What follows belongs to an exercise in optimizing a design on an open flow for small area, a short achievable clock period and few clock cycles per item; a production flow would make more cautious choices. Where RTL was checked, it was by simulation tests only, not by an equivalence proof against the original. For run 3, only the layout was checked, not whether the RTL still works.

===== flow/flow/run.sh =====
#!/bin/bash
export SYNTH_ARGS="-noabc"
export ADDER_MAP_FILE=
export BUFFER_PORTS_ARGS="-buffer_cell sky130_fd_sc_hd__buf_1"
bash standard.sh > standard.log 2>&1

===== flow/standard.sh =====
#!/bin/bash
# synth_recipe.tcl (not shown) runs the flow's synth.tcl, then flattens the netlist and writes it again
# the make line also repeats each setting of config.mk as NAME=value (left out here)
make -C /OpenROAD-flow-scripts/flow DESIGN_CONFIG=/design/flow/config.mk WORK_HOME=/design/flow/orfs CLKGATE_MAP_FILE= SYNTH_SCRIPT=/design/flow/synth_recipe.tcl "${@:-finish}"

===== flow/config.mk =====
export PLATFORM = sky130hd
export DESIGN_NAME = mult
export DESIGN_NICKNAME = mult
export VERILOG_FILES = /design/flow/design.v
export SDC_FILE = /design/flow/constraint.sdc
export NUM_CORES = 4
export LEC_CHECK = 0
export CAP_MARGIN = 20
export CORE_MARGIN = 2
export CORE_UTILIZATION = 40
export PLACE_DENSITY = 0.6
export SLEW_MARGIN = 20

===== flow/constraint.sdc =====
create_clock -name core_clock -period 4.0 [get_ports {clk}]
set_input_delay 0.8000 -clock core_clock [delete_from_list [all_inputs] [get_ports {clk}]]
set_output_delay 0.8000 -clock core_clock [all_outputs]
set_load 0.01 [all_outputs]

===== flow/design.v =====
module mult(
      input  reset,
      input  clk,
      input  [31:0] a_in,
      input  [31:0] b_in,
      input  start,
      output logic [63:0] product,
      output logic done);
  logic busy;
  logic [2:0] cnt;
  logic [31:0] sw, cw;       
  logic [6:0] ls, lc;       
  logic [27:0] l;          
  wire [6:0] bsel = busy ? l[6:0] : b_in[6:0];
  wire [31:0] ws = busy ? sw : 32'd0;
  wire [31:0] wc = busy ? cw : 32'd0;
  wire cyi = busy & lres[7];   
  wire [31:0] pp0 = a_in & {32{bsel[0]}};
  wire [31:0] pp1 = a_in & {32{bsel[1]}};
  wire [31:0] pp2 = a_in & {32{bsel[2]}};
  wire [31:0] pp3 = a_in & {32{bsel[3]}};
  wire [31:0] pp4 = a_in & {32{bsel[4]}};
  wire [31:0] pp5 = a_in & {32{bsel[5]}};
  wire [31:0] pp6 = a_in & {32{bsel[6]}};
  wire s1 = wc[4] ^ ws[4];
  wire c2 = wc[4] & ws[4];
  wire s3 = wc[5] ^ ws[5] ^ pp0[5];
  wire c4 = (wc[5] & ws[5]) | (wc[5] & pp0[5]) | (ws[5] & pp0[5]);
  wire s5 = pp1[4] ^ pp2[3];
  wire c6 = pp1[4] & pp2[3];
  wire s7 = wc[6] ^ ws[6] ^ pp0[6];
  wire c8 = (wc[6] & ws[6]) | (wc[6] & pp0[6]) | (ws[6] & pp0[6]);
  wire s9 = pp1[5] ^ pp2[4] ^ pp3[3];
  wire c10 = (pp1[5] & pp2[4]) | (pp1[5] & pp3[3]) | (pp2[4] & pp3[3]);
  wire s11 = pp4[2] ^ pp5[1];
  wire c12 = pp4[2] & pp5[1];
  wire s13 = wc[7] ^ ws[7] ^ pp0[7];
  wire c14 = (wc[7] & ws[7]) | (wc[7] & pp0[7]) | (ws[7] & pp0[7]);
  wire s15 = pp1[6] ^ pp2[5] ^ pp3[4];
  wire c16 = (pp1[6] & pp2[5]) | (pp1[6] & pp3[4]) | (pp2[5] & pp3[4]);
  wire s17 = pp4[3] ^ pp5[2] ^ pp6[1];
  wire c18 = (pp4[3] & pp5[2]) | (pp4[3] & pp6[1]) | (pp5[2] & pp6[1]);
  wire s19 = wc[8] ^ ws[8] ^ pp0[8];
  wire c20 = (wc[8] & ws[8]) | (wc[8] & pp0[8]) | (ws[8] & pp0[8]);
  wire s21 = pp1[7] ^ pp2[6] ^ pp3[5];
  wire c22 = (pp1[7] & pp2[6]) | (pp1[7] & pp3[5]) | (pp2[6] & pp3[5]);
  wire s23 = pp4[4] ^ pp5[3] ^ pp6[2];
  wire c24 = (pp4[4] & pp5[3]) | (pp4[4] & pp6[2]) | (pp5[3] & pp6[2]);
  wire s25 = wc[9] ^ ws[9] ^ pp0[9];
  wire c26 = (wc[9] & ws[9]) | (wc[9] & pp0[9]) | (ws[9] & pp0[9]);
  wire s27 = pp1[8] ^ pp2[7] ^ pp3[6];
  wire c28 = (pp1[8] & pp2[7]) | (pp1[8] & pp3[6]) | (pp2[7] & pp3[6]);
  wire s29 = pp4[5] ^ pp5[4] ^ pp6[3];
  wire c30 = (pp4[5] & pp5[4]) | (pp4[5] & pp6[3]) | (pp5[4] & pp6[3]);
  wire s31 = wc[10] ^ ws[10] ^ pp0[10];
  wire c32 = (wc[10] & ws[10]) | (wc[10] & pp0[10]) | (ws[10] & pp0[10]);
  wire s33 = pp1[9] ^ pp2[8] ^ pp3[7];
  wire c34 = (pp1[9] & pp2[8]) | (pp1[9] & pp3[7]) | (pp2[8] & pp3[7]);
  wire s35 = pp4[6] ^ pp5[5] ^ pp6[4];
  wire c36 = (pp4[6] & pp5[5]) | (pp4[6] & pp6[4]) | (pp5[5] & pp6[4]);
  wire s37 = wc[11] ^ ws[11] ^ pp0[11];
  wire c38 = (wc[11] & ws[11]) | (wc[11] & pp0[11]) | (ws[11] & pp0[11]);
  wire s39 = pp1[10] ^ pp2[9] ^ pp3[8];
  wire c40 = (pp1[10] & pp2[9]) | (pp1[10] & pp3[8]) | (pp2[9] & pp3[8]);
  wire s41 = pp4[7] ^ pp5[6] ^ pp6[5];
  wire c42 = (pp4[7] & pp5[6]) | (pp4[7] & pp6[5]) | (pp5[6] & pp6[5]);
  wire s43 = wc[12] ^ ws[12] ^ pp0[12];
  wire c44 = (wc[12] & ws[12]) | (wc[12] & pp0[12]) | (ws[12] & pp0[12]);
  wire s45 = pp1[11] ^ pp2[10] ^ pp3[9];
  wire c46 = (pp1[11] & pp2[10]) | (pp1[11] & pp3[9]) | (pp2[10] & pp3[9]);
  wire s47 = pp4[8] ^ pp5[7] ^ pp6[6];
  wire c48 = (pp4[8] & pp5[7]) | (pp4[8] & pp6[6]) | (pp5[7] & pp6[6]);
  wire s49 = wc[13] ^ ws[13] ^ pp0[13];
  wire c50 = (wc[13] & ws[13]) | (wc[13] & pp0[13]) | (ws[13] & pp0[13]);
  wire s51 = pp1[12] ^ pp2[11] ^ pp3[10];
  wire c52 = (pp1[12] & pp2[11]) | (pp1[12] & pp3[10]) | (pp2[11] & pp3[10]);
  wire s53 = pp4[9] ^ pp5[8] ^ pp6[7];
  wire c54 = (pp4[9] & pp5[8]) | (pp4[9] & pp6[7]) | (pp5[8] & pp6[7]);
  wire s55 = wc[14] ^ ws[14] ^ pp0[14];
  wire c56 = (wc[14] & ws[14]) | (wc[14] & pp0[14]) | (ws[14] & pp0[14]);
  wire s57 = pp1[13] ^ pp2[12] ^ pp3[11];
  wire c58 = (pp1[13] & pp2[12]) | (pp1[13] & pp3[11]) | (pp2[12] & pp3[11]);
  wire s59 = pp4[10] ^ pp5[9] ^ pp6[8];
  wire c60 = (pp4[10] & pp5[9]) | (pp4[10] & pp6[8]) | (pp5[9] & pp6[8]);
  wire s61 = wc[15] ^ ws[15] ^ pp0[15];
  wire c62 = (wc[15] & ws[15]) | (wc[15] & pp0[15]) | (ws[15] & pp0[15]);
  wire s63 = pp1[14] ^ pp2[13] ^ pp3[12];
  wire c64 = (pp1[14] & pp2[13]) | (pp1[14] & pp3[12]) | (pp2[13] & pp3[12]);
  wire s65 = pp4[11] ^ pp5[10] ^ pp6[9];
  wire c66 = (pp4[11] & pp5[10]) | (pp4[11] & pp6[9]) | (pp5[10] & pp6[9]);
  wire s67 = wc[16] ^ ws[16] ^ pp0[16];
  wire c68 = (wc[16] & ws[16]) | (wc[16] & pp0[16]) | (ws[16] & pp0[16]);
  wire s69 = pp1[15] ^ pp2[14] ^ pp3[13];
  wire c70 = (pp1[15] & pp2[14]) | (pp1[15] & pp3[13]) | (pp2[14] & pp3[13]);
  wire s71 = pp4[12] ^ pp5[11] ^ pp6[10];
  wire c72 = (pp4[12] & pp5[11]) | (pp4[12] & pp6[10]) | (pp5[11] & pp6[10]);
  wire s73 = wc[17] ^ ws[17] ^ pp0[17];
  wire c74 = (wc[17] & ws[17]) | (wc[17] & pp0[17]) | (ws[17] & pp0[17]);
  wire s75 = pp1[16] ^ pp2[15] ^ pp3[14];
  wire c76 = (pp1[16] & pp2[15]) | (pp1[16] & pp3[14]) | (pp2[15] & pp3[14]);
  wire s77 = pp4[13] ^ pp5[12] ^ pp6[11];
  wire c78 = (pp4[13] & pp5[12]) | (pp4[13] & pp6[11]) | (pp5[12] & pp6[11]);
  wire s79 = wc[18] ^ ws[18] ^ pp0[18];
  wire c80 = (wc[18] & ws[18]) | (wc[18] & pp0[18]) | (ws[18] & pp0[18]);
  wire s81 = pp1[17] ^ pp2[16] ^ pp3[15];
  wire c82 = (pp1[17] & pp2[16]) | (pp1[17] & pp3[15]) | (pp2[16] & pp3[15]);
  wire s83 = pp4[14] ^ pp5[13] ^ pp6[12];
  wire c84 = (pp4[14] & pp5[13]) | (pp4[14] & pp6[12]) | (pp5[13] & pp6[12]);
  wire s85 = wc[19] ^ ws[19] ^ pp0[19];
  wire c86 = (wc[19] & ws[19]) | (wc[19] & pp0[19]) | (ws[19] & pp0[19]);
  wire s87 = pp1[18] ^ pp2[17] ^ pp3[16];
  wire c88 = (pp1[18] & pp2[17]) | (pp1[18] & pp3[16]) | (pp2[17] & pp3[16]);
  wire s89 = pp4[15] ^ pp5[14] ^ pp6[13];
  wire c90 = (pp4[15] & pp5[14]) | (pp4[15] & pp6[13]) | (pp5[14] & pp6[13]);
  wire s91 = wc[20] ^ ws[20] ^ pp0[20];
  wire c92 = (wc[20] & ws[20]) | (wc[20] & pp0[20]) | (ws[20] & pp0[20]);
  wire s93 = pp1[19] ^ pp2[18] ^ pp3[17];
  wire c94 = (pp1[19] & pp2[18]) | (pp1[19] & pp3[17]) | (pp2[18] & pp3[17]);
  wire s95 = pp4[16] ^ pp5[15] ^ pp6[14];
  wire c96 = (pp4[16] & pp5[15]) | (pp4[16] & pp6[14]) | (pp5[15] & pp6[14]);
  wire s97 = wc[21] ^ ws[21] ^ pp0[21];
  wire c98 = (wc[21] & ws[21]) | (wc[21] & pp0[21]) | (ws[21] & pp0[21]);
  wire s99 = pp1[20] ^ pp2[19] ^ pp3[18];
  wire c100 = (pp1[20] & pp2[19]) | (pp1[20] & pp3[18]) | (pp2[19] & pp3[18]);
  wire s101 = pp4[17] ^ pp5[16] ^ pp6[15];
  wire c102 = (pp4[17] & pp5[16]) | (pp4[17] & pp6[15]) | (pp5[16] & pp6[15]);
  wire s103 = wc[22] ^ ws[22] ^ pp0[22];
  wire c104 = (wc[22] & ws[22]) | (wc[22] & pp0[22]) | (ws[22] & pp0[22]);
  wire s105 = pp1[21] ^ pp2[20] ^ pp3[19];
  wire c106 = (pp1[21] & pp2[20]) | (pp1[21] & pp3[19]) | (pp2[20] & pp3[19]);
  wire s107 = pp4[18] ^ pp5[17] ^ pp6[16];
  wire c108 = (pp4[18] & pp5[17]) | (pp4[18] & pp6[16]) | (pp5[17] & pp6[16]);
  wire s109 = wc[23] ^ ws[23] ^ pp0[23];
  wire c110 = (wc[23] & ws[23]) | (wc[23] & pp0[23]) | (ws[23] & pp0[23]);
  wire s111 = pp1[22] ^ pp2[21] ^ pp3[20];
  wire c112 = (pp1[22] & pp2[21]) | (pp1[22] & pp3[20]) | (pp2[21] & pp3[20]);
  wire s113 = pp4[19] ^ pp5[18] ^ pp6[17];
  wire c114 = (pp4[19] & pp5[18]) | (pp4[19] & pp6[17]) | (pp5[18] & pp6[17]);
  wire s115 = wc[24] ^ ws[24] ^ pp0[24];
  wire c116 = (wc[24] & ws[24]) | (wc[24] & pp0[24]) | (ws[24] & pp0[24]);
  wire s117 = pp1[23] ^ pp2[22] ^ pp3[21];
  wire c118 = (pp1[23] & pp2[22]) | (pp1[23] & pp3[21]) | (pp2[22] & pp3[21]);
  wire s119 = pp4[20] ^ pp5[19] ^ pp6[18];
  wire c120 = (pp4[20] & pp5[19]) | (pp4[20] & pp6[18]) | (pp5[19] & pp6[18]);
  wire s121 = wc[25] ^ ws[25] ^ pp0[25];
  wire c122 = (wc[25] & ws[25]) | (wc[25] & pp0[25]) | (ws[25] & pp0[25]);
  wire s123 = pp1[24] ^ pp2[23] ^ pp3[22];
  wire c124 = (pp1[24] & pp2[23]) | (pp1[24] & pp3[22]) | (pp2[23] & pp3[22]);
  wire s125 = pp4[21] ^ pp5[20] ^ pp6[19];
  wire c126 = (pp4[21] & pp5[20]) | (pp4[21] & pp6[19]) | (pp5[20] & pp6[19]);
  wire s127 = wc[26] ^ ws[26] ^ pp0[26];
  wire c128 = (wc[26] & ws[26]) | (wc[26] & pp0[26]) | (ws[26] & pp0[26]);
  wire s129 = pp1[25] ^ pp2[24] ^ pp3[23];
  wire c130 = (pp1[25] & pp2[24]) | (pp1[25] & pp3[23]) | (pp2[24] & pp3[23]);
  wire s131 = pp4[22] ^ pp5[21] ^ pp6[20];
  wire c132 = (pp4[22] & pp5[21]) | (pp4[22] & pp6[20]) | (pp5[21] & pp6[20]);
  wire s133 = wc[27] ^ ws[27] ^ pp0[27];
  wire c134 = (wc[27] & ws[27]) | (wc[27] & pp0[27]) | (ws[27] & pp0[27]);
  wire s135 = pp1[26] ^ pp2[25] ^ pp3[24];
  wire c136 = (pp1[26] & pp2[25]) | (pp1[26] & pp3[24]) | (pp2[25] & pp3[24]);
  wire s137 = pp4[23] ^ pp5[22] ^ pp6[21];
  wire c138 = (pp4[23] & pp5[22]) | (pp4[23] & pp6[21]) | (pp5[22] & pp6[21]);
  wire s139 = wc[28] ^ ws[28] ^ pp0[28];
  wire c140 = (wc[28] & ws[28]) | (wc[28] & pp0[28]) | (ws[28] & pp0[28]);
  wire s141 = pp1[27] ^ pp2[26] ^ pp3[25];
  wire c142 = (pp1[27] & pp2[26]) | (pp1[27] & pp3[25]) | (pp2[26] & pp3[25]);
  wire s143 = pp4[24] ^ pp5[23] ^ pp6[22];
  wire c144 = (pp4[24] & pp5[23]) | (pp4[24] & pp6[22]) | (pp5[23] & pp6[22]);
  wire s145 = wc[29] ^ ws[29] ^ pp0[29];
  wire c146 = (wc[29] & ws[29]) | (wc[29] & pp0[29]) | (ws[29] & pp0[29]);
  wire s147 = pp1[28] ^ pp2[27] ^ pp3[26];
  wire c148 = (pp1[28] & pp2[27]) | (pp1[28] & pp3[26]) | (pp2[27] & pp3[26]);
  wire s149 = pp4[25] ^ pp5[24] ^ pp6[23];
  wire c150 = (pp4[25] & pp5[24]) | (pp4[25] & pp6[23]) | (pp5[24] & pp6[23]);
  wire s151 = wc[30] ^ ws[30] ^ pp0[30];
  wire c152 = (wc[30] & ws[30]) | (wc[30] & pp0[30]) | (ws[30] & pp0[30]);
  wire s153 = pp1[29] ^ pp2[28] ^ pp3[27];
  wire c154 = (pp1[29] & pp2[28]) | (pp1[29] & pp3[27]) | (pp2[28] & pp3[27]);
  wire s155 = pp4[26] ^ pp5[25] ^ pp6[24];
  wire c156 = (pp4[26] & pp5[25]) | (pp4[26] & pp6[24]) | (pp5[25] & pp6[24]);
  wire s157 = wc[31] ^ ws[31] ^ pp0[31];
  wire c158 = (wc[31] & ws[31]) | (wc[31] & pp0[31]) | (ws[31] & pp0[31]);
  wire s159 = pp1[30] ^ pp2[29] ^ pp3[28];
  wire c160 = (pp1[30] & pp2[29]) | (pp1[30] & pp3[28]) | (pp2[29] & pp3[28]);
  wire s161 = pp4[27] ^ pp5[26] ^ pp6[25];
  wire c162 = (pp4[27] & pp5[26]) | (pp4[27] & pp6[25]) | (pp5[26] & pp6[25]);
  wire s163 = pp1[31] ^ pp2[30] ^ pp3[29];
  wire c164 = (pp1[31] & pp2[30]) | (pp1[31] & pp3[29]) | (pp2[30] & pp3[29]);
  wire s165 = pp4[28] ^ pp5[27];
  wire c166 = pp4[28] & pp5[27];
  wire s167 = pp2[31] ^ pp3[30];
  wire c168 = pp2[31] & pp3[30];
  wire s169 = wc[2] ^ ws[2];
  wire c170 = wc[2] & ws[2];
  wire s171 = wc[3] ^ ws[3] ^ pp0[3];
  wire c172 = (wc[3] & ws[3]) | (wc[3] & pp0[3]) | (ws[3] & pp0[3]);
  wire s173 = pp1[2] ^ pp2[1];
  wire c174 = pp1[2] & pp2[1];
  wire s175 = s1 ^ pp0[4] ^ pp1[3];
  wire c176 = (s1 & pp0[4]) | (s1 & pp1[3]) | (pp0[4] & pp1[3]);
  wire s177 = pp2[2] ^ pp3[1] ^ pp4[0];
  wire c178 = (pp2[2] & pp3[1]) | (pp2[2] & pp4[0]) | (pp3[1] & pp4[0]);
  wire s179 = c2 ^ pp3[2] ^ pp4[1];
  wire c180 = (c2 & pp3[2]) | (c2 & pp4[1]) | (pp3[2] & pp4[1]);
  wire s181 = pp5[0] ^ s5 ^ s3;
  wire c182 = (pp5[0] & s5) | (pp5[0] & s3) | (s5 & s3);
  wire s183 = pp6[0] ^ c6 ^ s11;
  wire c184 = (pp6[0] & c6) | (pp6[0] & s11) | (c6 & s11);
  wire s185 = c4 ^ s7 ^ s9;
  wire c186 = (c4 & s7) | (c4 & s9) | (s7 & s9);
  wire s187 = c12 ^ c10 ^ c8;
  wire c188 = (c12 & c10) | (c12 & c8) | (c10 & c8);
  wire s189 = s13 ^ s15 ^ s17;
  wire c190 = (s13 & s15) | (s13 & s17) | (s15 & s17);
  wire s191 = c14 ^ c16 ^ c18;
  wire c192 = (c14 & c16) | (c14 & c18) | (c16 & c18);
  wire s193 = s19 ^ s21 ^ s23;
  wire c194 = (s19 & s21) | (s19 & s23) | (s21 & s23);
  wire s195 = c20 ^ c22 ^ c24;
  wire c196 = (c20 & c22) | (c20 & c24) | (c22 & c24);
  wire s197 = s25 ^ s27 ^ s29;
  wire c198 = (s25 & s27) | (s25 & s29) | (s27 & s29);
  wire s199 = c26 ^ c28 ^ c30;
  wire c200 = (c26 & c28) | (c26 & c30) | (c28 & c30);
  wire s201 = s31 ^ s33 ^ s35;
  wire c202 = (s31 & s33) | (s31 & s35) | (s33 & s35);
  wire s203 = c32 ^ c34 ^ c36;
  wire c204 = (c32 & c34) | (c32 & c36) | (c34 & c36);
  wire s205 = s37 ^ s39 ^ s41;
  wire c206 = (s37 & s39) | (s37 & s41) | (s39 & s41);
  wire s207 = c38 ^ c40 ^ c42;
  wire c208 = (c38 & c40) | (c38 & c42) | (c40 & c42);
  wire s209 = s43 ^ s45 ^ s47;
  wire c210 = (s43 & s45) | (s43 & s47) | (s45 & s47);
  wire s211 = c44 ^ c46 ^ c48;
  wire c212 = (c44 & c46) | (c44 & c48) | (c46 & c48);
  wire s213 = s49 ^ s51 ^ s53;
  wire c214 = (s49 & s51) | (s49 & s53) | (s51 & s53);
  wire s215 = c50 ^ c52 ^ c54;
  wire c216 = (c50 & c52) | (c50 & c54) | (c52 & c54);
  wire s217 = s55 ^ s57 ^ s59;
  wire c218 = (s55 & s57) | (s55 & s59) | (s57 & s59);
  wire s219 = c56 ^ c58 ^ c60;
  wire c220 = (c56 & c58) | (c56 & c60) | (c58 & c60);
  wire s221 = s61 ^ s63 ^ s65;
  wire c222 = (s61 & s63) | (s61 & s65) | (s63 & s65);
  wire s223 = c62 ^ c64 ^ c66;
  wire c224 = (c62 & c64) | (c62 & c66) | (c64 & c66);
  wire s225 = s67 ^ s69 ^ s71;
  wire c226 = (s67 & s69) | (s67 & s71) | (s69 & s71);
  wire s227 = c68 ^ c70 ^ c72;
  wire c228 = (c68 & c70) | (c68 & c72) | (c70 & c72);
  wire s229 = s73 ^ s75 ^ s77;
  wire c230 = (s73 & s75) | (s73 & s77) | (s75 & s77);
  wire s231 = c74 ^ c76 ^ c78;
  wire c232 = (c74 & c76) | (c74 & c78) | (c76 & c78);
  wire s233 = s79 ^ s81 ^ s83;
  wire c234 = (s79 & s81) | (s79 & s83) | (s81 & s83);
  wire s235 = c80 ^ c82 ^ c84;
  wire c236 = (c80 & c82) | (c80 & c84) | (c82 & c84);
  wire s237 = s85 ^ s87 ^ s89;
  wire c238 = (s85 & s87) | (s85 & s89) | (s87 & s89);
  wire s239 = c86 ^ c88 ^ c90;
  wire c240 = (c86 & c88) | (c86 & c90) | (c88 & c90);
  wire s241 = s91 ^ s93 ^ s95;
  wire c242 = (s91 & s93) | (s91 & s95) | (s93 & s95);
  wire s243 = c92 ^ c94 ^ c96;
  wire c244 = (c92 & c94) | (c92 & c96) | (c94 & c96);
  wire s245 = s101 ^ s97 ^ s99;
  wire c246 = (s101 & s97) | (s101 & s99) | (s97 & s99);
  wire s247 = c100 ^ c102 ^ c98;
  wire c248 = (c100 & c102) | (c100 & c98) | (c102 & c98);
  wire s249 = s103 ^ s105 ^ s107;
  wire c250 = (s103 & s105) | (s103 & s107) | (s105 & s107);
  wire s251 = c104 ^ c106 ^ c108;
  wire c252 = (c104 & c106) | (c104 & c108) | (c106 & c108);
  wire s253 = s109 ^ s111 ^ s113;
  wire c254 = (s109 & s111) | (s109 & s113) | (s111 & s113);
  wire s255 = c110 ^ c112 ^ c114;
  wire c256 = (c110 & c112) | (c110 & c114) | (c112 & c114);
  wire s257 = s115 ^ s117 ^ s119;
  wire c258 = (s115 & s117) | (s115 & s119) | (s117 & s119);
  wire s259 = c116 ^ c118 ^ c120;
  wire c260 = (c116 & c118) | (c116 & c120) | (c118 & c120);
  wire s261 = s121 ^ s123 ^ s125;
  wire c262 = (s121 & s123) | (s121 & s125) | (s123 & s125);
  wire s263 = c122 ^ c124 ^ c126;
  wire c264 = (c122 & c124) | (c122 & c126) | (c124 & c126);
  wire s265 = s127 ^ s129 ^ s131;
  wire c266 = (s127 & s129) | (s127 & s131) | (s129 & s131);
  wire s267 = c128 ^ c130 ^ c132;
  wire c268 = (c128 & c130) | (c128 & c132) | (c130 & c132);
  wire s269 = s133 ^ s135 ^ s137;
  wire c270 = (s133 & s135) | (s133 & s137) | (s135 & s137);
  wire s271 = c134 ^ c136 ^ c138;
  wire c272 = (c134 & c136) | (c134 & c138) | (c136 & c138);
  wire s273 = s139 ^ s141 ^ s143;
  wire c274 = (s139 & s141) | (s139 & s143) | (s141 & s143);
  wire s275 = c140 ^ c142 ^ c144;
  wire c276 = (c140 & c142) | (c140 & c144) | (c142 & c144);
  wire s277 = s145 ^ s147 ^ s149;
  wire c278 = (s145 & s147) | (s145 & s149) | (s147 & s149);
  wire s279 = c146 ^ c148 ^ c150;
  wire c280 = (c146 & c148) | (c146 & c150) | (c148 & c150);
  wire s281 = s151 ^ s153 ^ s155;
  wire c282 = (s151 & s153) | (s151 & s155) | (s153 & s155);
  wire s283 = c152 ^ c154 ^ c156;
  wire c284 = (c152 & c154) | (c152 & c156) | (c154 & c156);
  wire s285 = s157 ^ s159 ^ s161;
  wire c286 = (s157 & s159) | (s157 & s161) | (s159 & s161);
  wire s287 = pp6[26] ^ s165 ^ c158;
  wire c288 = (pp6[26] & s165) | (pp6[26] & c158) | (s165 & c158);
  wire s289 = c160 ^ c162 ^ s163;
  wire c290 = (c160 & c162) | (c160 & s163) | (c162 & s163);
  wire s291 = pp4[29] ^ pp5[28] ^ pp6[27];
  wire c292 = (pp4[29] & pp5[28]) | (pp4[29] & pp6[27]) | (pp5[28] & pp6[27]);
  wire s293 = c166 ^ s167 ^ c164;
  wire c294 = (c166 & s167) | (c166 & c164) | (s167 & c164);
  wire s295 = pp3[31] ^ pp4[30] ^ pp5[29];
  wire c296 = (pp3[31] & pp4[30]) | (pp3[31] & pp5[29]) | (pp4[30] & pp5[29]);
  wire s297 = pp6[28] ^ c168;
  wire c298 = pp6[28] & c168;
  wire s299 = pp4[31] ^ pp5[30];
  wire c300 = pp4[31] & pp5[30];
  wire s301 = wc[0] ^ ws[0];
  wire c302 = wc[0] & ws[0];
  wire s303 = wc[1] ^ ws[1] ^ pp0[1];
  wire c304 = (wc[1] & ws[1]) | (wc[1] & pp0[1]) | (ws[1] & pp0[1]);
  wire s305 = s169 ^ pp0[2] ^ pp1[1];
  wire c306 = (s169 & pp0[2]) | (s169 & pp1[1]) | (pp0[2] & pp1[1]);
  wire s307 = c170 ^ pp3[0] ^ s173;
  wire c308 = (c170 & pp3[0]) | (c170 & s173) | (pp3[0] & s173);
  wire s309 = c174 ^ c172 ^ s175;
  wire c310 = (c174 & c172) | (c174 & s175) | (c172 & s175);
  wire s311 = c176 ^ c178 ^ s179;
  wire c312 = (c176 & c178) | (c176 & s179) | (c178 & s179);
  wire s313 = c180 ^ s183 ^ c182;
  wire c314 = (c180 & s183) | (c180 & c182) | (s183 & c182);
  wire s315 = c184 ^ c186 ^ s187;
  wire c316 = (c184 & c186) | (c184 & s187) | (c186 & s187);
  wire s317 = c188 ^ c190 ^ s191;
  wire c318 = (c188 & c190) | (c188 & s191) | (c190 & s191);
  wire s319 = c192 ^ c194 ^ s195;
  wire c320 = (c192 & c194) | (c192 & s195) | (c194 & s195);
  wire s321 = c196 ^ c198 ^ s199;
  wire c322 = (c196 & c198) | (c196 & s199) | (c198 & s199);
  wire s323 = c200 ^ c202 ^ s203;
  wire c324 = (c200 & c202) | (c200 & s203) | (c202 & s203);
  wire s325 = c204 ^ c206 ^ s207;
  wire c326 = (c204 & c206) | (c204 & s207) | (c206 & s207);
  wire s327 = c208 ^ c210 ^ s211;
  wire c328 = (c208 & c210) | (c208 & s211) | (c210 & s211);
  wire s329 = c212 ^ c214 ^ s215;
  wire c330 = (c212 & c214) | (c212 & s215) | (c214 & s215);
  wire s331 = c216 ^ c218 ^ s219;
  wire c332 = (c216 & c218) | (c216 & s219) | (c218 & s219);
  wire s333 = c220 ^ c222 ^ s223;
  wire c334 = (c220 & c222) | (c220 & s223) | (c222 & s223);
  wire s335 = c224 ^ c226 ^ s227;
  wire c336 = (c224 & c226) | (c224 & s227) | (c226 & s227);
  wire s337 = c228 ^ c230 ^ s231;
  wire c338 = (c228 & c230) | (c228 & s231) | (c230 & s231);
  wire s339 = c232 ^ c234 ^ s235;
  wire c340 = (c232 & c234) | (c232 & s235) | (c234 & s235);
  wire s341 = c236 ^ c238 ^ s239;
  wire c342 = (c236 & c238) | (c236 & s239) | (c238 & s239);
  wire s343 = c240 ^ c242 ^ s243;
  wire c344 = (c240 & c242) | (c240 & s243) | (c242 & s243);
  wire s345 = c244 ^ c246 ^ s247;
  wire c346 = (c244 & c246) | (c244 & s247) | (c246 & s247);
  wire s347 = c248 ^ c250 ^ s251;
  wire c348 = (c248 & c250) | (c248 & s251) | (c250 & s251);
  wire s349 = c252 ^ c254 ^ s255;
  wire c350 = (c252 & c254) | (c252 & s255) | (c254 & s255);
  wire s351 = c256 ^ c258 ^ s259;
  wire c352 = (c256 & c258) | (c256 & s259) | (c258 & s259);
  wire s353 = c260 ^ c262 ^ s263;
  wire c354 = (c260 & c262) | (c260 & s263) | (c262 & s263);
  wire s355 = c264 ^ c266 ^ s267;
  wire c356 = (c264 & c266) | (c264 & s267) | (c266 & s267);
  wire s357 = c268 ^ c270 ^ s271;
  wire c358 = (c268 & c270) | (c268 & s271) | (c270 & s271);
  wire s359 = c272 ^ c274 ^ s275;
  wire c360 = (c272 & c274) | (c272 & s275) | (c274 & s275);
  wire s361 = c276 ^ c278 ^ s279;
  wire c362 = (c276 & c278) | (c276 & s279) | (c278 & s279);
  wire s363 = c280 ^ c282 ^ s283;
  wire c364 = (c280 & c282) | (c280 & s283) | (c282 & s283);
  wire s365 = c284 ^ c286 ^ s287;
  wire c366 = (c284 & c286) | (c284 & s287) | (c286 & s287);
  wire s367 = s291 ^ c288 ^ c290;
  wire c368 = (s291 & c288) | (s291 & c290) | (c288 & c290);
  wire s369 = c292 ^ s295 ^ s297;
  wire c370 = (c292 & s295) | (c292 & s297) | (s295 & s297);
  wire s371 = pp6[29] ^ s299 ^ c296;
  wire c372 = (pp6[29] & s299) | (pp6[29] & c296) | (s299 & c296);
  wire s373 = pp5[31] ^ pp6[30];
  wire c374 = pp5[31] & pp6[30];
  wire s375 = s301 ^ cyi;
  wire c376 = s301 & cyi;
  wire s377 = c302 ^ pp1[0] ^ s303;
  wire c378 = (c302 & pp1[0]) | (c302 & s303) | (pp1[0] & s303);
  wire s379 = pp2[0] ^ c304 ^ s305;
  wire c380 = (pp2[0] & c304) | (pp2[0] & s305) | (c304 & s305);
  wire s381 = c306 ^ s171 ^ s307;
  wire c382 = (c306 & s171) | (c306 & s307) | (s171 & s307);
  wire s383 = s177 ^ c308 ^ s309;
  wire c384 = (s177 & c308) | (s177 & s309) | (c308 & s309);
  wire s385 = c310 ^ s181 ^ s311;
  wire c386 = (c310 & s181) | (c310 & s311) | (s181 & s311);
  wire s387 = c312 ^ s185 ^ s313;
  wire c388 = (c312 & s185) | (c312 & s313) | (s185 & s313);
  wire s389 = s189 ^ c314 ^ s315;
  wire c390 = (s189 & c314) | (s189 & s315) | (c314 & s315);
  wire s391 = s193 ^ c316 ^ s317;
  wire c392 = (s193 & c316) | (s193 & s317) | (c316 & s317);
  wire s393 = s197 ^ c318 ^ s319;
  wire c394 = (s197 & c318) | (s197 & s319) | (c318 & s319);
  wire s395 = s201 ^ c320 ^ s321;
  wire c396 = (s201 & c320) | (s201 & s321) | (c320 & s321);
  wire s397 = s205 ^ c322 ^ s323;
  wire c398 = (s205 & c322) | (s205 & s323) | (c322 & s323);
  wire s399 = s209 ^ c324 ^ s325;
  wire c400 = (s209 & c324) | (s209 & s325) | (c324 & s325);
  wire s401 = s213 ^ c326 ^ s327;
  wire c402 = (s213 & c326) | (s213 & s327) | (c326 & s327);
  wire s403 = s217 ^ c328 ^ s329;
  wire c404 = (s217 & c328) | (s217 & s329) | (c328 & s329);
  wire s405 = s221 ^ c330 ^ s331;
  wire c406 = (s221 & c330) | (s221 & s331) | (c330 & s331);
  wire s407 = s225 ^ c332 ^ s333;
  wire c408 = (s225 & c332) | (s225 & s333) | (c332 & s333);
  wire s409 = s229 ^ c334 ^ s335;
  wire c410 = (s229 & c334) | (s229 & s335) | (c334 & s335);
  wire s411 = s233 ^ c336 ^ s337;
  wire c412 = (s233 & c336) | (s233 & s337) | (c336 & s337);
  wire s413 = s237 ^ c338 ^ s339;
  wire c414 = (s237 & c338) | (s237 & s339) | (c338 & s339);
  wire s415 = s241 ^ c340 ^ s341;
  wire c416 = (s241 & c340) | (s241 & s341) | (c340 & s341);
  wire s417 = s245 ^ c342 ^ s343;
  wire c418 = (s245 & c342) | (s245 & s343) | (c342 & s343);
  wire s419 = s249 ^ c344 ^ s345;
  wire c420 = (s249 & c344) | (s249 & s345) | (c344 & s345);
  wire s421 = s253 ^ c346 ^ s347;
  wire c422 = (s253 & c346) | (s253 & s347) | (c346 & s347);
  wire s423 = s257 ^ c348 ^ s349;
  wire c424 = (s257 & c348) | (s257 & s349) | (c348 & s349);
  wire s425 = s261 ^ c350 ^ s351;
  wire c426 = (s261 & c350) | (s261 & s351) | (c350 & s351);
  wire s427 = s265 ^ c352 ^ s353;
  wire c428 = (s265 & c352) | (s265 & s353) | (c352 & s353);
  wire s429 = s269 ^ c354 ^ s355;
  wire c430 = (s269 & c354) | (s269 & s355) | (c354 & s355);
  wire s431 = s273 ^ c356 ^ s357;
  wire c432 = (s273 & c356) | (s273 & s357) | (c356 & s357);
  wire s433 = s277 ^ c358 ^ s359;
  wire c434 = (s277 & c358) | (s277 & s359) | (c358 & s359);
  wire s435 = s281 ^ c360 ^ s361;
  wire c436 = (s281 & c360) | (s281 & s361) | (c360 & s361);
  wire s437 = s285 ^ c362 ^ s363;
  wire c438 = (s285 & c362) | (s285 & s363) | (c362 & s363);
  wire s439 = s289 ^ c364 ^ s365;
  wire c440 = (s289 & c364) | (s289 & s365) | (c364 & s365);
  wire s441 = s293 ^ c366 ^ s367;
  wire c442 = (s293 & c366) | (s293 & s367) | (c366 & s367);
  wire s443 = c294 ^ s369 ^ c368;
  wire c444 = (c294 & s369) | (c294 & c368) | (s369 & c368);
  wire s445 = c298 ^ s371 ^ c370;
  wire c446 = (c298 & s371) | (c298 & c370) | (s371 & c370);
  wire s447 = c300 ^ s373 ^ c372;
  wire c448 = (c300 & s373) | (c300 & c372) | (s373 & c372);
  wire s449 = pp6[31] ^ c374;
  wire c450 = pp6[31] & c374;
  wire [38:0] r0 = {c450, s449, s447, s445, c442, c440, c438, c436, c434, c432, c430, c428, c426, c424, c422, c420, c418, c416, c414, c412, c410, c408, c406, c404, c402, c400, c398, c396, c394, c392, c390, c388, c386, c384, c382, c380, c378, c376, pp0[0]};
  wire [38:0] r1 = {1'b0, c448, c446, c444, s443, s441, s439, s437, s435, s433, s431, s429, s427, s425, s423, s421, s419, s417, s415, s413, s411, s409, s407, s405, s403, s401, s399, s397, s395, s393, s391, s389, s387, s385, s383, s381, s379, s377, s375};
  wire [7:0] lres = ls + lc;
  always_ff @(posedge clk, posedge reset) begin
    if (reset) begin
      busy <= 1'b0;
      done <= 1'b0;
      cnt <= '0;
    end else if (start || busy) begin
      if (cnt == 3'd4) begin
        busy <= 1'b0;
        done <= 1'b1;
        cnt <= '0;
      end else begin
        busy <= 1'b1;
        done <= 1'b0;
        cnt <= cnt + 1'b1;
      end
    end
  end
  always_ff @(posedge clk) begin
    if (start || busy) begin
      sw <= r0[38:7];
      cw <= r1[38:7];
      ls <= r0[6:0];
      lc <= r1[6:0];
      l <= busy ? {lres[6:0], l[27:7]} : {3'd0, b_in[31:7]};
    end
  end
  assign product[27:0] = l;
  wire [35:0] ox = {sw[28:0], ls};
  wire [35:0] oy = {cw[28:0], lc};
  wire [35:0] og0 = ox & oy;
  wire [35:0] op0 = ox ^ oy;
  wire og1_1 = og0[1] | (op0[1] & og0[0]);
  wire og1_3 = og0[3] | (op0[3] & og0[2]);
  wire op1_3 = op0[3] & op0[2];
  wire og1_5 = og0[5] | (op0[5] & og0[4]);
  wire op1_5 = op0[5] & op0[4];
  wire og1_7 = og0[7] | (op0[7] & og0[6]);
  wire op1_7 = op0[7] & op0[6];
  wire og1_9 = og0[9] | (op0[9] & og0[8]);
  wire op1_9 = op0[9] & op0[8];
  wire og1_11 = og0[11] | (op0[11] & og0[10]);
  wire op1_11 = op0[11] & op0[10];
  wire og1_13 = og0[13] | (op0[13] & og0[12]);
  wire op1_13 = op0[13] & op0[12];
  wire og1_15 = og0[15] | (op0[15] & og0[14]);
  wire op1_15 = op0[15] & op0[14];
  wire og1_17 = og0[17] | (op0[17] & og0[16]);
  wire op1_17 = op0[17] & op0[16];
  wire og1_19 = og0[19] | (op0[19] & og0[18]);
  wire op1_19 = op0[19] & op0[18];
  wire og1_21 = og0[21] | (op0[21] & og0[20]);
  wire op1_21 = op0[21] & op0[20];
  wire og1_23 = og0[23] | (op0[23] & og0[22]);
  wire op1_23 = op0[23] & op0[22];
  wire og1_25 = og0[25] | (op0[25] & og0[24]);
  wire op1_25 = op0[25] & op0[24];
  wire og1_27 = og0[27] | (op0[27] & og0[26]);
  wire op1_27 = op0[27] & op0[26];
  wire og1_29 = og0[29] | (op0[29] & og0[28]);
  wire op1_29 = op0[29] & op0[28];
  wire og1_31 = og0[31] | (op0[31] & og0[30]);
  wire op1_31 = op0[31] & op0[30];
  wire og1_33 = og0[33] | (op0[33] & og0[32]);
  wire op1_33 = op0[33] & op0[32];
  wire og1_35 = og0[35] | (op0[35] & og0[34]);
  wire op1_35 = op0[35] & op0[34];
  wire og2_2 = og0[2] | (op0[2] & og1_1);
  wire og2_3 = og1_3 | (op1_3 & og1_1);
  wire og2_6 = og0[6] | (op0[6] & og1_5);
  wire op2_6 = op0[6] & op1_5;
  wire og2_7 = og1_7 | (op1_7 & og1_5);
  wire op2_7 = op1_7 & op1_5;
  wire og2_10 = og0[10] | (op0[10] & og1_9);
  wire op2_10 = op0[10] & op1_9;
  wire og2_11 = og1_11 | (op1_11 & og1_9);
  wire op2_11 = op1_11 & op1_9;
  wire og2_14 = og0[14] | (op0[14] & og1_13);
  wire op2_14 = op0[14] & op1_13;
  wire og2_15 = og1_15 | (op1_15 & og1_13);
  wire op2_15 = op1_15 & op1_13;
  wire og2_18 = og0[18] | (op0[18] & og1_17);
  wire op2_18 = op0[18] & op1_17;
  wire og2_19 = og1_19 | (op1_19 & og1_17);
  wire op2_19 = op1_19 & op1_17;
  wire og2_22 = og0[22] | (op0[22] & og1_21);
  wire op2_22 = op0[22] & op1_21;
  wire og2_23 = og1_23 | (op1_23 & og1_21);
  wire op2_23 = op1_23 & op1_21;
  wire og2_26 = og0[26] | (op0[26] & og1_25);
  wire op2_26 = op0[26] & op1_25;
  wire og2_27 = og1_27 | (op1_27 & og1_25);
  wire op2_27 = op1_27 & op1_25;
  wire og2_30 = og0[30] | (op0[30] & og1_29);
  wire op2_30 = op0[30] & op1_29;
  wire og2_31 = og1_31 | (op1_31 & og1_29);
  wire op2_31 = op1_31 & op1_29;
  wire og2_34 = og0[34] | (op0[34] & og1_33);
  wire op2_34 = op0[34] & op1_33;
  wire og2_35 = og1_35 | (op1_35 & og1_33);
  wire op2_35 = op1_35 & op1_33;
  wire og3_4 = og0[4] | (op0[4] & og2_3);
  wire og3_5 = og1_5 | (op1_5 & og2_3);
  wire og3_6 = og2_6 | (op2_6 & og2_3);
  wire og3_7 = og2_7 | (op2_7 & og2_3);
  wire og3_12 = og0[12] | (op0[12] & og2_11);
  wire op3_12 = op0[12] & op2_11;
  wire og3_13 = og1_13 | (op1_13 & og2_11);
  wire op3_13 = op1_13 & op2_11;
  wire og3_14 = og2_14 | (op2_14 & og2_11);
  wire op3_14 = op2_14 & op2_11;
  wire og3_15 = og2_15 | (op2_15 & og2_11);
  wire op3_15 = op2_15 & op2_11;
  wire og3_20 = og0[20] | (op0[20] & og2_19);
  wire op3_20 = op0[20] & op2_19;
  wire og3_21 = og1_21 | (op1_21 & og2_19);
  wire op3_21 = op1_21 & op2_19;
  wire og3_22 = og2_22 | (op2_22 & og2_19);
  wire op3_22 = op2_22 & op2_19;
  wire og3_23 = og2_23 | (op2_23 & og2_19);
  wire op3_23 = op2_23 & op2_19;
  wire og3_28 = og0[28] | (op0[28] & og2_27);
  wire op3_28 = op0[28] & op2_27;
  wire og3_29 = og1_29 | (op1_29 & og2_27);
  wire op3_29 = op1_29 & op2_27;
  wire og3_30 = og2_30 | (op2_30 & og2_27);
  wire op3_30 = op2_30 & op2_27;
  wire og3_31 = og2_31 | (op2_31 & og2_27);
  wire op3_31 = op2_31 & op2_27;
  wire og4_8 = og0[8] | (op0[8] & og3_7);
  wire og4_9 = og1_9 | (op1_9 & og3_7);
  wire og4_10 = og2_10 | (op2_10 & og3_7);
  wire og4_11 = og2_11 | (op2_11 & og3_7);
  wire og4_12 = og3_12 | (op3_12 & og3_7);
  wire og4_13 = og3_13 | (op3_13 & og3_7);
  wire og4_14 = og3_14 | (op3_14 & og3_7);
  wire og4_15 = og3_15 | (op3_15 & og3_7);
  wire og4_24 = og0[24] | (op0[24] & og3_23);
  wire op4_24 = op0[24] & op3_23;
  wire og4_25 = og1_25 | (op1_25 & og3_23);
  wire op4_25 = op1_25 & op3_23;
  wire og4_26 = og2_26 | (op2_26 & og3_23);
  wire op4_26 = op2_26 & op3_23;
  wire og4_27 = og2_27 | (op2_27 & og3_23);
  wire op4_27 = op2_27 & op3_23;
  wire og4_28 = og3_28 | (op3_28 & og3_23);
  wire op4_28 = op3_28 & op3_23;
  wire og4_29 = og3_29 | (op3_29 & og3_23);
  wire op4_29 = op3_29 & op3_23;
  wire og4_30 = og3_30 | (op3_30 & og3_23);
  wire op4_30 = op3_30 & op3_23;
  wire og4_31 = og3_31 | (op3_31 & og3_23);
  wire op4_31 = op3_31 & op3_23;
  wire og5_16 = og0[16] | (op0[16] & og4_15);
  wire og5_17 = og1_17 | (op1_17 & og4_15);
  wire og5_18 = og2_18 | (op2_18 & og4_15);
  wire og5_19 = og2_19 | (op2_19 & og4_15);
  wire og5_20 = og3_20 | (op3_20 & og4_15);
  wire og5_21 = og3_21 | (op3_21 & og4_15);
  wire og5_22 = og3_22 | (op3_22 & og4_15);
  wire og5_23 = og3_23 | (op3_23 & og4_15);
  wire og5_24 = og4_24 | (op4_24 & og4_15);
  wire og5_25 = og4_25 | (op4_25 & og4_15);
  wire og5_26 = og4_26 | (op4_26 & og4_15);
  wire og5_27 = og4_27 | (op4_27 & og4_15);
  wire og5_28 = og4_28 | (op4_28 & og4_15);
  wire og5_29 = og4_29 | (op4_29 & og4_15);
  wire og5_30 = og4_30 | (op4_30 & og4_15);
  wire og5_31 = og4_31 | (op4_31 & og4_15);
  wire og6_32 = og0[32] | (op0[32] & og5_31);
  wire og6_33 = og1_33 | (op1_33 & og5_31);
  wire og6_34 = og2_34 | (op2_34 & og5_31);
  wire og6_35 = og2_35 | (op2_35 & og5_31);
  assign product[28] = op0[0];
  assign product[29] = op0[1] ^ og0[0];
  assign product[30] = op0[2] ^ og1_1;
  assign product[31] = op0[3] ^ og2_2;
  assign product[32] = op0[4] ^ og2_3;
  assign product[33] = op0[5] ^ og3_4;
  assign product[34] = op0[6] ^ og3_5;
  assign product[35] = op0[7] ^ og3_6;
  assign product[36] = op0[8] ^ og3_7;
  assign product[37] = op0[9] ^ og4_8;
  assign product[38] = op0[10] ^ og4_9;
  assign product[39] = op0[11] ^ og4_10;
  assign product[40] = op0[12] ^ og4_11;
  assign product[41] = op0[13] ^ og4_12;
  assign product[42] = op0[14] ^ og4_13;
  assign product[43] = op0[15] ^ og4_14;
  assign product[44] = op0[16] ^ og4_15;
  assign product[45] = op0[17] ^ og5_16;
  assign product[46] = op0[18] ^ og5_17;
  assign product[47] = op0[19] ^ og5_18;
  assign product[48] = op0[20] ^ og5_19;
  assign product[49] = op0[21] ^ og5_20;
  assign product[50] = op0[22] ^ og5_21;
  assign product[51] = op0[23] ^ og5_22;
  assign product[52] = op0[24] ^ og5_23;
  assign product[53] = op0[25] ^ og5_24;
  assign product[54] = op0[26] ^ og5_25;
  assign product[55] = op0[27] ^ og5_26;
  assign product[56] = op0[28] ^ og5_27;
  assign product[57] = op0[29] ^ og5_28;
  assign product[58] = op0[30] ^ og5_29;
  assign product[59] = op0[31] ^ og5_30;
  assign product[60] = op0[32] ^ og5_31;
  assign product[61] = op0[33] ^ og6_32;
  assign product[62] = op0[34] ^ og6_33;
  assign product[63] = op0[35] ^ og6_34;
endmodule

==> flow_summary.json, run 1 <==
{
  "cts_tree": "yes",
  "status": "complete, but fails checks",
  "insertion_delay_ns": 0.37,
  "clk_pin_slew_worst_paths_ns": 0.09,
  "synth_common_cells": "nand2_1, xnor2_1, xor2_1",
  "row_count": 65,
  "clock-sinks": 110,
  "maxCapViolCount": 0,
  "dieArea_um2": 33700,
  "holdCritPathClass": "in2async",
  "fin_ws_ns": -0.299,
  "startpoint": "sw[1]",
  "drt_iter0_markers": 704,
  "reg2regPathDepth": 9,
  "fin_util_pct": 45.8,
  "drv_slew": 0,
  "cts_max_level": 3,
  "async_flop_share_pct": 4.55,
  "setup_tns_ns": -0.984,
  "grt_usage_pct": 21.0,
  "synth_top_cell_area_share_pct": 24.4,
  "overflow": 0,
  "place.gp.congestion": 0.847,
  "root_buffer": "clkbuf_16",
  "ys_seq_area_share_pct": 25.4,
  "cpPeakStageDelay_ns": 0.43,
  "r2r_end": "cw[20]",
  "die_h_um": 184,
  "fill_cells": 3067,
  "path_cells": "a21o_1 -> a2111oi_4 -> nor4_4 -> a221oi_2 -> a21oi_2 -> o211ai_1 -> nand4_1 -> maj3_2 -> maj3_2 -> xor2_1 -> buf_2",
  "cp_max_fo": 3,
  "tightest_slew_ns": 0.991,
  "violatedChecks": "negative setup slack",
  "grt_first_pass_wirelength_mm": 55.5,
  "worstPathRequired_ns": 3.20,
  "cp_slowest_cell": "edfxtp_1",
  "via_count": 10900,
  "hold_ws_ns": 0.315,
  "critical_path_class": "reg2out",
  "die_w_um": 184,
  "post_synth_instance_area_um2": 12900,
  "cts_buffer_depth": 2,
  "fin_skew_ns": 0.0186,
  "finalCritPeriodShare_pct": 107,
  "r2r-start": "busy",
  "yosysWarnings": 1,
  "worst_path_most_repeated_cell": "maj3_2",
  "grt_max_degree": 63,
  "start_util_pct": 40.8,
  "rrSetupSlack_ns": 0.50,
  "first_global_vias": 10500,
  "synth_area_per_cell_um2": 8.53,
  "synth_most_common_cell": "nand2_1",
  "io_pins": 132,
  "finalCriticalPeriod_ns": 4.30,
  "syn_inst": 1514,
  "relSlewSlack_pct": 33.9,
  "critPathCaptureType": "output pin",
  "setup_viol": 6,
  "synth_seq_cells": 110,
  "avgViaCountPerCell": 5.30,
  "synth_edf_count": 105,
  "area_delta_synth_final_pct": 12.2,
  "synth-main-ff-cell": "edfxtp_1",
  "synthesis.nets": 1581,
  "yosys.area.top_type": "edfxtp_1",
  "cts_buffers": 9,
  "hold_viol_final": 0,
  "pre_cts_slack_ns": -0.0249,
  "first_pass_iters": 5,
  "ant_nets": 0,
  "drt-total-wl_mm": 35.4,
  "netlist-cell-type-count": 58,
  "cp-start-kind": "flop",
  "antenna_found_initial": 1,
  "synth.area.top_cells": "edfxtp_1, xnor2_1, xor2_1",
  "crit_arrival_ns": 3.50,
  "core_um2": 31600,
  "hpwl_mm": 26.1,
  "nets": 1708,
  "drc_errors": 0,
  "rsz0062_at_grt": "true",
  "port_buffers": 131,
  "max_freq_ghz": 0.233,
  "drt-wirelength-per-cell_um": 17.3,
  "drive_gt1_share_pct": 10.8
}
==> worst max-delay path, delay by kind of cell (launching register included) <==
kind | cells | cell delay (ns)
AND/OR/NAND/NOR | 2 | 0.37
XOR/XNOR | 1 | 0.14
buffers and inverters | 1 | 0.15
flip-flops | 1 | 0.43
adder cells (fa/ha/maj) | 2 | 0.69
AO/OA/AOI/OAI | 5 | 1.34
==> layout make-up <==
type | instances | area (um2) | share of cell area (%)
Multi-Input combinational cell | 1314 | 9370 | 64.7
Sequential cell | 110 | 3280 | 22.7
Timing Repair Buffer | 190 | 968 | 6.69
Tap cell | 402 | 503 | 3.47
Clock buffer | 10 | 229 | 1.58
Inverter | 16 | 63.8 | 0.441
Clock inverter | 6 | 62.6 | 0.432
Antenna cell | 2 | 5.00 | 0.0346
==> sequential cells by signal, summed over array words and instances (netlist names) <==
signal,flops
cnt,3
ls,7
busy,1
done,1
l,28
sw,32
lc,7
cw,31
==> cells by family (layout without fill, tap and decap cells) <==
group	after synthesis	after routing	synth area share, %
compound gates	154	154	7.68
xor+xnor	457	457	31.3
fa+ha+maj	170	170	13.4
buf+inv	90	222	3.09
flops	110	110	25.4
mux	36	36	3.16
other cells	0	2	0
simple gates	497	497	15.9
==> metal layers <==
layer | track usage (%) | up-vias | wire length [um]
li1 | - | 5333 | -
met1 | 27.2 | 5189 | 15900
met2 | 36.9 | 309 | 16800
met3 | 2.73 | 42 | 2060
met4 | 5.54 | 0 | 668
met5 | 0 | - | 0
==> timing repair <==
item	in CTS	in global routing
setup buffers	17	6
pin swaps	25	7
endpoints found under the setup margin	13	13
gates cloned	0	0
gates resized for setup	26	19
hold buffers	0	0
==> layout by cell type, fill, tap and decap left out, types with 40 or more instances in the layout <==
master,synthesis,layout
and2_1,40,40
xnor2_1,267,267
maj3_1,145,142
buf_4,8,56
buf_1,1,120
xor2_1,187,185
nand2_1,336,335
o21ai_0,44,44
nor2_1,82,82
edfxtp_1,105,105
==> stage by stage <==
step,cells,instance area [um2]
after floorplan,1514,12900
after global placement,2009,13900
after detailed placement,2009,13900
after CTS,2042,14400
after global routing,2048,14500
final,2050,14500
==> worst max path at each step <==
stage	end	slack (ns)	cells after the start
2_1_floorplan	done	0.23	8
3_3_place_gp	product[63]	-0.001	11
3_5_place_dp	product[63]	-0.02	11
4_1_cts	product[63]	-0.22	11
5_1_grt	product[63]	-0.38	11
6_report	product[63]	-0.30	11
Testbench counts, summed over its fixed seeds: cycles 6,000, items 1,200.
==> inputs of run 2 (changes only) <==
==> flow/flow/run.sh (replaced) <==
#!/bin/bash
export SYNTH_ARGS="-noabc"
export BUFFER_PORTS_ARGS="-buffer_cell sky130_fd_sc_hd__buf_1"
bash standard.sh > standard.log 2>&1
==> run 2 against run 1 <==
Sequential share of layout area up 2.0 points. The run now finishes clean. First-iteration DRC count down 40%. Largest cell class unchanged. Synthesized area shrank 8.8%. Wire length fell by 18%.
==> flow_summary.json, run 2 <==
{
  "reg_top3": "sw (32), cw (31), l (28)",
  "startpoint": "lc[0]",
  "final_common_cell": "nor2b_1",
  "fin_skew_ns": 0.0147,
  "synth_top_cell_area_share_pct": 36.9,
  "avgViaCountPerCell": 5.13,
  "status": "complete, no violations",
  "grt_first_pass_wirelength_mm": 45.9,
  "clock-sinks": 110,
  "finalCriticalPeriod_ns": 3.92,
  "yosys.area.top_type": "fa_1",
  "post_synth_instance_area_um2": 11800,
  "yosysWarnings": 1,
  "cts_buffers": 9,
  "syn_inst": 923,
  "critPathCaptureType": "output pin",
  "synth.area.top_cells": "fa_1, edfxtp_1, nor2b_1",
  "dp.cells": 1417,
  "hold_viol_final": 0,
  "met1Wirelength_mm": 12.5,
  "async_flop_share_pct": 4.55,
  "area_delta_synth_final_pct": 12.9,
  "top_register": "sw",
  "synth-main-ff-cell": "edfxtp_1",
  "first_pass_iters": 7,
  "die_w_um": 176,
  "cts_tree": "yes",
  "antenna_found_initial": 0,
  "overflow": 0,
  "netlist-cell-type-count": 47,
  "critical_path_class": "reg2out",
  "die_h_um": 176,
  "synthesis.nets": 1258,
  "synth_edf_count": 105,
  "insertion_delay_ns": 0.37,
  "grt_usage_pct": 19.5,
  "drt-total-wl_mm": 28.9,
  "tightest_slew_ns": 0.525,
  "drc_errors": 0,
  "drive_gt1_share_pct": 8.85,
  "layout_common_cells": "nor2b_1, fa_1, buf_1, edfxtp_1, and2_1",
  "clk_pin_slew_worst_paths_ns": 0.09,
  "r2r-start": "busy",
  "n_antenna_cell": 0,
  "start_util_pct": 40.8,
  "grt_max_degree": 90,
  "holdCritPathClass": "in2async",
  "cts_max_level": 3,
  "via_count": 7364,
  "dieArea_um2": 30800,
  "nets": 1381,
  "highest_layer": "met4",
  "place.gp.congestion": 0.798,
  "synth_area_per_cell_um2": 12.8,
  "finalCritPeriodShare_pct": 98.0,
  "port_buffers": 131,
  "cp-start-kind": "flop",
  "drt_iter0_markers": 423,
  "setup_tns_ns": 0,
  "core_um2": 28900,
  "setup_viol": 0,
  "rsz0062_at_grt": "true",
  "max_freq_ghz": 0.255,
  "largest_reg_flops": 32,
  "crit_arrival_ns": 3.12,
  "drv_slew": 0,
  "root_buffer": "clkbuf_16",
  "route.met2.wl_mm": 14.8,
  "drt-wirelength-per-cell_um": 20.1,
  "hpwl_mm": 22.0,
  "relSlewSlack_pct": 65.0,
  "first_global_vias": 8127,
  "fin_cells": 1435,
  "ys_seq_area_share_pct": 27.9,
  "synth_seq_cells": 110,
  "io_pins": 132,
  "synth_common_cells": "nor2b_1, fa_1, edfxtp_1",
  "row_count": 62,
  "wl_met3_mm": 1.12,
  "ant_nets": 0,
  "cts_buffer_depth": 2,
  "worstPathRequired_ns": 3.20,
  "cp_max_fo": 2,
  "synth_most_common_cell": "nor2b_1",
  "maxCapViolCount": 0
}
-- run 2: cell count changes in the layout (fill, tap and decap cells not counted), moves of 16 or more --
cell     change
a21oi_1     -16
and2_1      +27
buf_4       -47
fa_1       +215
ha_1        +49
maj3_1     -142
maj3_2      -28
nand2_1    -317
nor2_1      -65
nor2b_1    +223
o21ai_0     -34
xnor2_1    -254
xor2_1     -170
-- run 2: through the flow --
| stage | setup slack [ns] | utilization, % | cell area (um2) | hold WS, ns |
|---|---|---|---|---|
| after global placement | 0.237 | 44.7 | 12900 | 0.468 |
| after floorplan | 0.449 | - | 11800 | 0.451 |
| final | 0.0807 | 46.0 | 13300 | 0.282 |
| after detailed placement | 0.198 | 44.7 | 12900 | 0.499 |
| after global routing | -0.000418 | 46.0 | 13300 | 0.298 |
| after CTS | -0.00634 | 45.8 | 13200 | 0.278 |
-- run 2: kinds of logic after synthesis --
logic type | after synthesis | share of synthesized area, %
simple gates | 360 | 18.4
fa+ha+maj | 268 | 42.3
flops | 110 | 27.9
compound gates | 73 | 4.44
buf+inv | 50 | 1.73
mux | 34 | 3.17
xor+xnor | 28 | 2.08
-- run 2: worst max-delay path, stage by stage (launching register included) --
cell      delay (ns)
edfxtp_1        0.38
ha_2            0.21
fa_2            0.37
a211oi_4        0.28
nor3_4          0.07
o21ai_2         0.23
a21oi_4         0.12
a211oi_4        0.33
o21bai_1        0.12
fa_2            0.54
buf_6           0.10
-- run 2: cell type report --
cell class,instances,area (um2)
timing repair buffer,148,731
clock inverter,6,62.6
sequential,110,3280
fill,2691,15600
inverter,14,55.1
multi-input combinational,763,8450
clock buffer,10,229
tap,384,480
-- run 2: metal layers --
metal	track usage, %	vias to the layer above
met3	2.25	24
met4	5.13	0
li1	-	3311
met5	0	-
met2	33.6	155
met1	26.5	3874
-- run 2: worst paths after layout --
check	endpoint	cells past startpoint	slack, ns
setup / recovery	product[60]	10	0.08
hold / removal	busy	2	0.28
setup reg to reg	cw[12]	7	0.39
hold reg to reg	done	2	0.52
max in group asynchronous	busy	2	3.53
min in group core_clock	done	2	0.52
-- run 2: repair_timing --
action                     in CTS  in global routing
pin swaps                       7                  9
setup endpoints to repair       6                  7
buffers inserted                1                  1
hold buffers                    0                  0
resized for setup               8                 17
==> inputs of run 3 (changes only) <==
--- a/flow/design.v
+++ b/flow/design.v
@@ -6,14 +6,16 @@
       input  start,
       output logic [63:0] product,
       output logic done);
-  logic busy;
+  logic busy;                
+  logic idle;                
   logic [2:0] cnt;
-  logic [31:0] sw, cw;       
-  logic [6:0] ls, lc;       
+  logic [31:0] sw, cw;     
+  logic [6:0] ls, lc;     
   logic [27:0] l;          
-  wire [6:0] bsel = busy ? l[6:0] : b_in[6:0];
-  wire [31:0] ws = busy ? sw : 32'd0;
-  wire [31:0] wc = busy ? cw : 32'd0;
+  wire [6:0] bsel = idle ? b_in[6:0] : l[6:0];
+  wire [31:0] ws = sw & {32{busy}};
+  wire [31:0] wc = cw & {32{busy}};
+  wire [7:0] lres = ls + lc;
   wire cyi = busy & lres[7];   
   wire [31:0] pp0 = a_in & {32{bsel[0]}};
   wire [31:0] pp1 = a_in & {32{bsel[1]}};
@@ -474,19 +476,21 @@
   wire c450 = pp6[31] & c374;
   wire [38:0] r0 = {c450, s449, s447, s445, c442, c440, c438, c436, c434, c432, c430, c428, c426, c424, c422, c420, c418, c416, c414, c412, c410, c408, c406, c404, c402, c400, c398, c396, c394, c392, c390, c388, c386, c384, c382, c380, c378, c376, pp0[0]};
   wire [38:0] r1 = {1'b0, c448, c446, c444, s443, s441, s439, s437, s435, s433, s431, s429, s427, s425, s423, s421, s419, s417, s415, s413, s411, s409, s407, s405, s403, s401, s399, s397, s395, s393, s391, s389, s387, s385, s383, s381, s379, s377, s375};
-  wire [7:0] lres = ls + lc;
   always_ff @(posedge clk, posedge reset) begin
     if (reset) begin
       busy <= 1'b0;
+      idle <= 1'b1;
       done <= 1'b0;
       cnt <= '0;
     end else if (start || busy) begin
       if (cnt == 3'd4) begin
         busy <= 1'b0;
+        idle <= 1'b1;
         done <= 1'b1;
         cnt <= '0;
       end else begin
         busy <= 1'b1;
+        idle <= 1'b0;
         done <= 1'b0;
         cnt <= cnt + 1'b1;
       end
==> run 3 against run 2 <==
Now fails the layout checks on negative setup slack. Wire length is 0.76% lower. Sequential share of layout area shrank 0.20 points. First-iteration DRC count is 1.7% lower. Final cell count rose by 0.21%. Clock-buffer cell count shrank 1. Hold slack gained 0.040 ns. Final area up 1.6%. Clock skew increased by 0.0054 ns. Largest cell class unchanged.
==> flow_summary.json, run 3 <==
{
  "relSlewSlack_pct": 45.2,
  "synth.area.top_cells": "fa_1, edfxtp_1, nor2b_1",
  "cts_buffers": 9,
  "syn_inst": 924,
  "row_count": 62,
  "final_common_cell": "nor2b_1",
  "tightest_slew_ns": 0.821,
  "insertion_delay_ns": 0.37,
  "overflow": 0,
  "via_count": 7412,
  "grt_usage_pct": 19.3,
  "cp.depth": 10,
  "r2r-start": "idle",
  "antenna_found_initial": 0,
  "fill_cells": 2638,
  "synthesis.nets": 1259,
  "maxCapViolCount": 0,
  "die_w_um": 176,
  "reg_top3": "sw (32), cw (31), l (28)",
  "finalCritPeriodShare_pct": 101,
  "drt-total-wl_mm": 28.7,
  "synth_area_per_cell_um2": 12.8,
  "critPathCaptureType": "output pin",
  "path_cells": "ha_4 -> nand4_1 -> buf_4 -> nor3_4 -> o21ai_4 -> a2111oi_4 -> nor3_4 -> o21bai_1 -> fa_2 -> buf_6",
  "n_antenna_cell": 0,
  "first_pass_iters": 4,
  "drt-wirelength-per-cell_um": 19.9,
  "max_freq_ghz": 0.247,
  "setup_viol": 1,
  "largest_reg_flops": 32,
  "top_register": "sw",
  "synth_top_cell_area_share_pct": 36.8,
  "startpoint": "sw[7]",
  "fin_cells": 1438,
  "worstPathRequired_ns": 3.20,
  "layout_common_cells": "nor2b_1, fa_1, buf_1, edfxtp_1, and2_1",
  "async_flop_share_pct": 5.41,
  "holdCritPathClass": "in2async",
  "io_pins": 132,
  "drv_slew": 0,
  "drt_iter0_markers": 416,
  "cp_max_fo": 6,
  "cts_tree": "yes",
  "core_um2": 28900,
  "cts_buffer_depth": 2,
  "root_buffer": "clkbuf_16",
  "status": "complete, but fails checks",
  "synth_most_common_cell": "nor2b_1",
  "hold_viol_final": 0,
  "clk_pin_slew_worst_paths_ns": 0.10,
  "netlist-cell-type-count": 54,
  "dieArea_um2": 30900,
  "holdBufCountCts": 0,
  "grt_first_pass_wirelength_mm": 45.6,
  "reg2regPathDepth": 7,
  "cp.buffers_inverters": 2,
  "synth_edf_count": 105,
  "fin_skew_ns": 0.0201,
  "crit_family": "adder cells",
  "yosys.area.top_type": "fa_1",
  "nets": 1384,
  "die_h_um": 176,
  "synth_seq_cells": 111,
  "critical_path_class": "reg2out",
  "crit_arrival_ns": 3.24,
  "fin_ws_ns": -0.0407,
  "synth-main-ff-cell": "edfxtp_1",
  "drc_errors": 0,
  "ant_nets": 0,
  "place.gp.congestion": 0.813,
  "cp_slowest_cell": "fa_2",
  "synth_common_cells": "nor2b_1, fa_1, edfxtp_1",
  "clock-sinks": 111,
  "yosysWarnings": 1,
  "cts_max_level": 3,
  "grt_max_degree": 59,
  "rsz0062_at_grt": "true",
  "cpPeakStageDelay_ns": 0.46,
  "violatedChecks": "negative setup slack",
  "worst_path_most_repeated_cell": "nor3_4",
  "start_util_pct": 40.9,
  "port_buffers": 131,
  "first_global_vias": 8088,
  "dp.cells": 1414,
  "hpwl_mm": 21.9,
  "cp-start-kind": "flop",
  "ys_seq_area_share_pct": 28.0,
  "avgViaCountPerCell": 5.15,
  "post_synth_instance_area_um2": 11800,
  "finalCriticalPeriod_ns": 4.04,
  "area_delta_synth_final_pct": 14.2,
  "drive_gt1_share_pct": 11.0
}
-- run 3: cell count changes in the layout (fill, tap and decap cells not counted), moves of 3 or more --
cell	delta
buf_1	-6
buf_2	+3
clkbuf_2	+3
ha_1	-3
ha_4	+4
nand2_1	-3
xor2_1	-3
-- run 3: metrics by stage --
stage          setup WS [ns]  setup TNS, ns  util [%]  hold WS, ns  cell area [um2]
4_1_cts              -0.0819         -0.160      46.4        0.322            13400
5_1_grt               -0.182         -0.726      46.8        0.342            13500
3_3_place_gp           0.243              0      44.7        0.471            12900
2_1_floorplan          0.289              0         -        0.451            11800
6_report             -0.0407        -0.0407      46.8        0.322            13500
3_5_place_dp           0.244              0      44.7        0.485            12900
-- run 3: layout make-up --
type	count	area, um2	area share, %
clock buffer	9	225	1.67
inverter	15	58.8	0.436
clock inverter	7	91.3	0.677
multi-input combinational	762	8580	63.6
tap	384	480	3.56
timing repair buffer	150	753	5.58
sequential	111	3310	24.5
-- run 3: per-layer routing --
metal / vias up / track usage [%] / wire length, um
met3: 22 / 3.46 / 1530
met1: 3869 / 26.8 / 12900
met5: - / 0 / 0
li1: 3321 / - / -
met2: 200 / 32.3 / 14000
met4: 0 / 3.55 / 294
-- run 3: kinds of logic after synthesis --
logic type | count (synthesis) | share of synthesized area, %
multiplexers | 34 | 3.16
flip-flops | 111 | 28.0
adder cells (fa/ha/maj) | 268 | 42.2
XOR/XNOR | 28 | 2.08
AO/OA/AOI/OAI | 73 | 4.51
AND/OR/NAND/NOR | 359 | 18.4
buffers and inverters | 51 | 1.75
-- run 3: final timing paths --
check,end,slack (ns)
max in group asynchronous,idle,3.42
hold / removal,cnt[0],0.32
hold reg to reg,cnt[2],0.49
min in group core_clock,cnt[2],0.49
setup reg to reg,cw[15],0.30
setup / recovery,product[60],-0.04
-- run 3: what timing repair did --
| item | in CTS | in global routing |
|---|---|---|
| pin swaps | 15 | 10 |
| endpoints found under the setup margin | 9 | 14 |
| resized for setup | 23 | 25 |
| buffers inserted | 7 | 2 |
-- run 3: worst reg2reg max path, stage by stage (launching register included) --
cell	delay [ns]
dfstp_2	0.82
mux2i_4	0.32
buf_12	0.23
nor2b_1	0.12
fa_1	0.53
fa_1	0.45
fa_1	0.54
fa_1	0.41

static timing again, ports no longer ideal:
How much do the figures lean on ideal ports? The routed layouts below were timed once more, with nothing changed but the port constraints. Step 1 (the two cells are an assumption about what drives the block):
set clk [get_ports {clk}]
set_driving_cell -lib_cell sky130_fd_sc_hd__clkbuf_16 $clk
set_driving_cell -lib_cell sky130_fd_sc_hd__buf_2 [delete_from_list [all_inputs] $clk]
Step 2 also shifts input and output timing later by t, the mid clock arrival at the registers, as if the neighbouring blocks saw the same clock. Three values: no drivers, after step 1, after step 2; two values: the first two.
run	t (ns)	slack for setup (ns)	worst setup path after step 2
run 1	0.413	-0.299 / -0.351 / 0.062	register to output
run 2	0.410	0.081 / 0.031 / 0.343	input to register
run 3	0.411	-0.041 / -0.091 / 0.299	register to register
